Background: an optimization exercise with open tools, aiming at small area, a short achievable clock period and few clock cycles per item. Do not read the settings as production practice.
RTL that was checked went through simulation tests only; none was proved equivalent to the original.
Power and IR drop assume default switching activity.

Setup of 05-18:
==> module kadai4, before the edit <==
module kadai4 (
    input CLK,
    input RST,
    input [7:0] A,
    input [7:0] B,
    input ACK,
    input START,
    input HALT,
    output [15:0] X,
    output X_VALID,
    output REQ_AB
);
reg [15:0] r0, r1, r2, r3, r4, r5, r6, r7;
reg [23:0] e;
reg inp;             
reg outp;            
reg req;             
reg [2:0] cnt;       
reg [2:0] w;         
reg req_o;           
reg vld;             
wire abort = RST | HALT;
wire acc = req & ACK;
wire [23:0] part;
wire [15:0] prod;
mult_s1 ml1 (
    .a(r5[15:8]),
    .b(r5[7:0]),
    .e(part)
);
mult_s2 ml2 (
    .a(r6[15:8]),
    .b(r6[7:0]),
    .e(e),
    .x(prod)
);
always @(posedge CLK) begin
    r0 <= acc ? {A, B} : r6;
    r1 <= r0;
    r2 <= r1;
    r3 <= r2;
    r4 <= r3;
    r5 <= r4;
    r6 <= r5;
    e <= part;
    r7 <= prod;
end
wire idle = !inp && !outp;
wire cnt7 = (cnt == 3'd7);
wire [2:0] cnt_up = cnt + 3'd1;
wire [2:0] cnt_hold = idle ? 3'd0 : outp ? cnt_up : cnt;
wire [2:0] cnt_acc = idle ? 3'd0 : (outp || req) ? cnt_up : cnt;
wire req_nack = !abort && (inp ? (!req && w == 3'd1) : (idle && START));
wire req_ack = !abort && (inp ? (req ? !cnt7 : w == 3'd1) : (idle && START));
wire last = inp && req && cnt7;
wire inp_nack = !abort && (inp || (idle && START));
wire inp_ack = inp_nack && !last;
wire outp_nack = !abort && outp && !cnt7;
wire outp_ack = !abort && ((outp && !cnt7) || last);
always @(posedge CLK) begin
    cnt <= ACK ? cnt_acc : cnt_hold;
    w <= (req && !ACK) ? 3'd6 : w - 3'd1;
    req <= ACK ? req_ack : req_nack;
    inp <= ACK ? inp_ack : inp_nack;
    outp <= ACK ? outp_ack : outp_nack;
    if (abort) begin
        req_o <= 1'b0;
        vld <= 1'b0;
    end else if (inp) begin
        if (acc) begin
            if (cnt7) begin
                req_o <= 1'b0;
                vld <= 1'b1;
            end
        end else if (req_o) begin
            req_o <= 1'b0;
        end else if (w == 3'd1) begin
            req_o <= 1'b1;
        end
    end else if (outp) begin
        if (cnt7) vld <= 1'b0;
    end else if (START) begin
        req_o <= 1'b1;
    end
end
assign X = r7;
assign X_VALID = vld;
assign REQ_AB = req_o;
endmodule    
Settings: LEC_CHECK=0, ABC_AREA=1, ABC_CLOCK_PERIOD_IN_PS=2000, CAP_MARGIN=20, CORE_MARGIN=2, CORE_UTILIZATION=40, CTS_BUF_LIST=sky130_fd_sc_hd__clkbuf_8, CTS_CLUSTER_DIAMETER=100, CTS_CLUSTER_SIZE=30, SETUP_SLACK_MARGIN=3.12, SLEW_MARGIN=20; clock period 5.0 ns.
standard.sh (not shown) runs the stock make flow with config.mk's settings and CLKGATE_MAP_FILE= SYNTH_SCRIPT=/design/flow/synth_recipe.tcl, a recipe that flattens the netlist after the stock synthesis.
==> flow/flow/run.sh <==
#!/bin/bash
# The standard layout, with Yosys's full-adder extraction left out (the adder
# trees are mapped by ABC from plain gates instead of sky130 fa/ha cells),
# plain buffers on the ports, and no dummy loads in the clock tree.
set -euo pipefail
bash standard.sh ADDER_MAP_FILE= \
  "BUFFER_PORTS_ARGS=-buffer_cell sky130_fd_sc_hd__buf_2" \
  "CTS_ARGS=-sink_clustering_enable -repair_clock_nets -dont_use_dummy_load -sink_clustering_size 30 -sink_clustering_max_diameter 100 -buf_list sky130_fd_sc_hd__clkbuf_8" \
  finish > flow.log 2>&1
Testbench counts of 05-18, summed over its fixed seeds: cycles 3,264, items 1,536.
Setup changes, 05-18 to 04-17
diff --git a/flow/design.v b/flow/design.v
--- a/flow/design.v
+++ b/flow/design.v
@@ -182,31 +182,18 @@
 wire inp_ack = inp_nack && !last;
 wire outp_nack = !abort && outp && !cnt7;
 wire outp_ack = !abort && ((outp && !cnt7) || last);
+wire req_o_nack = !abort && (inp ? (!req_o && w == 3'd1) : (!vld && START));
+wire req_o_ack = !abort && (inp ? (req_o ? !cnt7 : w == 3'd1) : (!vld && START));
+wire vld_nack = !abort && vld && !cnt7;
+wire vld_ack = !abort && ((vld && !cnt7) || (inp && req_o && cnt7));
 always @(posedge CLK) begin
     cnt <= ACK ? cnt_acc : cnt_hold;
     w <= (req && !ACK) ? 3'd6 : w - 3'd1;
     req <= ACK ? req_ack : req_nack;
     inp <= ACK ? inp_ack : inp_nack;
     outp <= ACK ? outp_ack : outp_nack;
-    if (abort) begin
-        req_o <= 1'b0;
-        vld <= 1'b0;
-    end else if (inp) begin
-        if (acc) begin
-            if (cnt7) begin
-                req_o <= 1'b0;
-                vld <= 1'b1;
-            end
-        end else if (req_o) begin
-            req_o <= 1'b0;
-        end else if (w == 3'd1) begin
-            req_o <= 1'b1;
-        end
-    end else if (outp) begin
-        if (cnt7) vld <= 1'b0;
-    end else if (START) begin
-        req_o <= 1'b1;
-    end
+    req_o <= ACK ? req_o_ack : req_o_nack;
+    vld <= ACK ? vld_ack : vld_nack;
 end
 assign X = r7;
 assign X_VALID = vld;
==> summary.txt <==
- NOTE: via count of the first global-routing pass in 04-17 falls short of that of 05-18
- 05-18 → 04-17: fraction of met2 tracks used by global routing moved down, floorplan die width level, hold slack moved down, HPWL after detailed placement moved down, placed cell count moved down.
- Going from 05-18 to 04-17, synthesized cell count decreased 13; non-clock buffer count decreased 2.0%; wire length of the first global-routing pass decreased about 5%; met3 wire length increased about 12%.
No functional check of the RTL was part of 04-17.

---

Another version of the RTL of kadai4 (not shown whole).
For scale: about 160 flip-flops, ~39 I/O pins, about 0.0057 mm² of cells after synthesis.
==> module kadai4, before the edit <==
module kadai4 (
    input CLK,
    input RST,
    input [7:0] A,
    input [7:0] B,
    input ACK,
    input START,
    input HALT,
    output [15:0] X,
    output X_VALID,
    output REQ_AB
);
reg [15:0] r0, r1, r2, r3, r4, r5, r6, r7;
reg [22:0] e;
reg inp;             
reg outp;            
reg req;             
reg [2:0] cnt;       
reg [2:0] w;         
reg req_o;           
reg vld;             
reg req_m;           
wire abort = RST | HALT;
wire acc = req & ACK;
wire [22:0] part;
wire [15:0] prod;
mult_s1 ml1 (
    .a(r5[15:8]),
    .b(r5[7:0]),
    .e(part)
);
mult_s2 ml2 (
    .a(r6[15:8]),
    .b(r6[7:0]),
    .e(e),
    .x(prod)
);
always @(posedge CLK) begin
    r0 <= (req_m & ACK) ? {A, B} : r6;
    r1 <= r0;
    r2 <= r1;
    r3 <= r2;
    r4 <= r3;
    r5 <= r4;
    r6 <= r5;
    e <= part;
    r7 <= prod;
end
wire idle = !inp && !outp;
wire cnt7 = (cnt == 3'd7);
wire [2:0] cnt_up = cnt + 3'd1;
wire [2:0] cnt_hold = idle ? 3'd0 : outp ? cnt_up : cnt;
wire [2:0] cnt_acc = idle ? 3'd0 : (outp || req) ? cnt_up : cnt;
wire req_nack = !abort && (inp ? (!req && w == 3'd1) : (idle && START));
wire req_ack = !abort && (inp ? (req ? !cnt7 : w == 3'd1) : (idle && START));
wire last = inp && req && cnt7;
wire inp_nack = !abort && (inp || (idle && START));
wire inp_ack = inp_nack && !last;
wire outp_nack = !abort && outp && !cnt7;
wire outp_ack = !abort && ((outp && !cnt7) || last);
always @(posedge CLK) begin
    cnt <= ACK ? cnt_acc : cnt_hold;
    w <= (req && !ACK) ? 3'd6 : w - 3'd1;
    req <= ACK ? req_ack : req_nack;
    inp <= ACK ? inp_ack : inp_nack;
    outp <= ACK ? outp_ack : outp_nack;
    req_o <= !abort && (inp ? (acc ? !cnt7 : (!req && w == 3'd1)) : (!outp && START));
    vld <= !abort && (inp ? (acc && cnt7) : (outp && !cnt7));
    req_m <= !abort && (inp ? (req_m ? (ACK && !cnt7) : w == 3'd1) : (!outp && START));
end
assign X = r7;
assign X_VALID = vld;
assign REQ_AB = req_o;
endmodule    
==> flow/config.mk <==
export PLATFORM = sky130hd
export DESIGN_NAME = kadai4
export DESIGN_NICKNAME = kadai4
export VERILOG_FILES = /design/flow/design.v
export SDC_FILE = /design/flow/constraint.sdc
export NUM_CORES = 4
export LEC_CHECK = 0
export ABC_AREA = 1
export ABC_CLOCK_PERIOD_IN_PS = 2000
export CAP_MARGIN = 20
export CORE_MARGIN = 2
export CORE_UTILIZATION = 40
export CTS_BUF_LIST = sky130_fd_sc_hd__clkbuf_8
export CTS_CLUSTER_DIAMETER = 100
export CTS_CLUSTER_SIZE = 30
export SETUP_SLACK_MARGIN = 3.0
export SLEW_MARGIN = 20
==> flow/constraint.sdc <==
create_clock -name core_clock -period 5.0 [get_ports {CLK}]
set_input_delay 1.0000 -clock core_clock [delete_from_list [all_inputs] [get_ports {CLK}]]
set_output_delay 1.0000 -clock core_clock [all_outputs]
set_load 0.01 [all_outputs]
Scripts as last shown in full above: flow/flow/run.sh
The first run produced a clean layout.
Testbench counts at the start, summed over its fixed seeds: cycles 3,264, items 1,536.
Change:
--- a/flow/design.v
+++ b/flow/design.v
@@ -173,11 +173,10 @@
 reg req;             
 reg [2:0] cnt;       
 reg [2:0] w;         
 reg req_o;           
 reg vld;             
-reg req_m;           
 wire abort = RST | HALT;
 wire acc = req & ACK;
 wire [22:0] part;
 wire [15:0] prod;
 mult_s1 ml1 (
@@ -190,11 +189,11 @@
     .b(r6[7:0]),
     .e(e),
     .x(prod)
 );
 always @(posedge CLK) begin
-    r0 <= (req_m & ACK) ? {A, B} : r6;
+    r0 <= acc ? {A, B} : r6;
     r1 <= r0;
     r2 <= r1;
     r3 <= r2;
     r4 <= r3;
     r5 <= r4;
@@ -220,11 +219,10 @@
     req <= ACK ? req_ack : req_nack;
     inp <= ACK ? inp_ack : inp_nack;
     outp <= ACK ? outp_ack : outp_nack;
     req_o <= !abort && (inp ? (acc ? !cnt7 : (!req && w == 3'd1)) : (!outp && START));
     vld <= !abort && (inp ? (acc && cnt7) : (outp && !cnt7));
-    req_m <= !abort && (inp ? (req_m ? (ACK && !cnt7) : w == 3'd1) : (!outp && START));
 end
 assign X = r7;
 assign X_VALID = vld;
 assign REQ_AB = req_o;
 endmodule    
Effect: The new run completed without violations. Final area fell slightly. Worst setup slack gets worse by 9.6 ps. Die area fell slightly. Clock skew stays flat. Non-clock buffer count stays the same. Global-route usage rose by 0.50 points. Critical path depth stays the same. Count of clock-buffer cells in the layout does not change. First-iteration DRC count fell by a quarter to a third. Sequential cell count fell by 1. Cell count fell slightly. Power fell slightly. Utilization fell by 0.22 points.
No functional check of the RTL was part of the second run of this note.

## static timing again, ports no longer ideal
The results above use ideal ports. As a check the final layouts listed here were re-extracted and re-timed, cells and wires unchanged.
Step 1 assumes that a clkbuf_16 drives the clock port and a buf_2 every other input.
Step 2 moves the port delays by t, midway between the first and last clock arrival at a register: inputs arrive t later, outputs are due t later. That takes back most of the time a late clock gives input paths.
Slacks: ideal ports / drivers / drivers and shift; pairs: ideal ports / drivers.
run | t (ns) | slack for setup (ns) | clock arrival spread, ns | pins driven straight from the clock port
05-18 | 0.458 | 3.130 / 3.094 / 2.908 | 0.031 / 0.031 | 1
04-17 | 0.456 | 3.129 / 3.094 / 2.833 | 0.041 / 0.041 | 1
the first run of note 2 | 0.464 | 3.118 / 3.086 / 2.758 | 0.029 / 0.029 | 1
the second run of note 2 | 0.467 | 3.109 / 3.071 / 2.680 | 0.028 / 0.028 | 1
After both steps setup and hold are still met in every run listed. The setup slack of the second run of note 2, which loses most, moves by -0.038 ns with the drivers and by -0.429 ns with both steps.
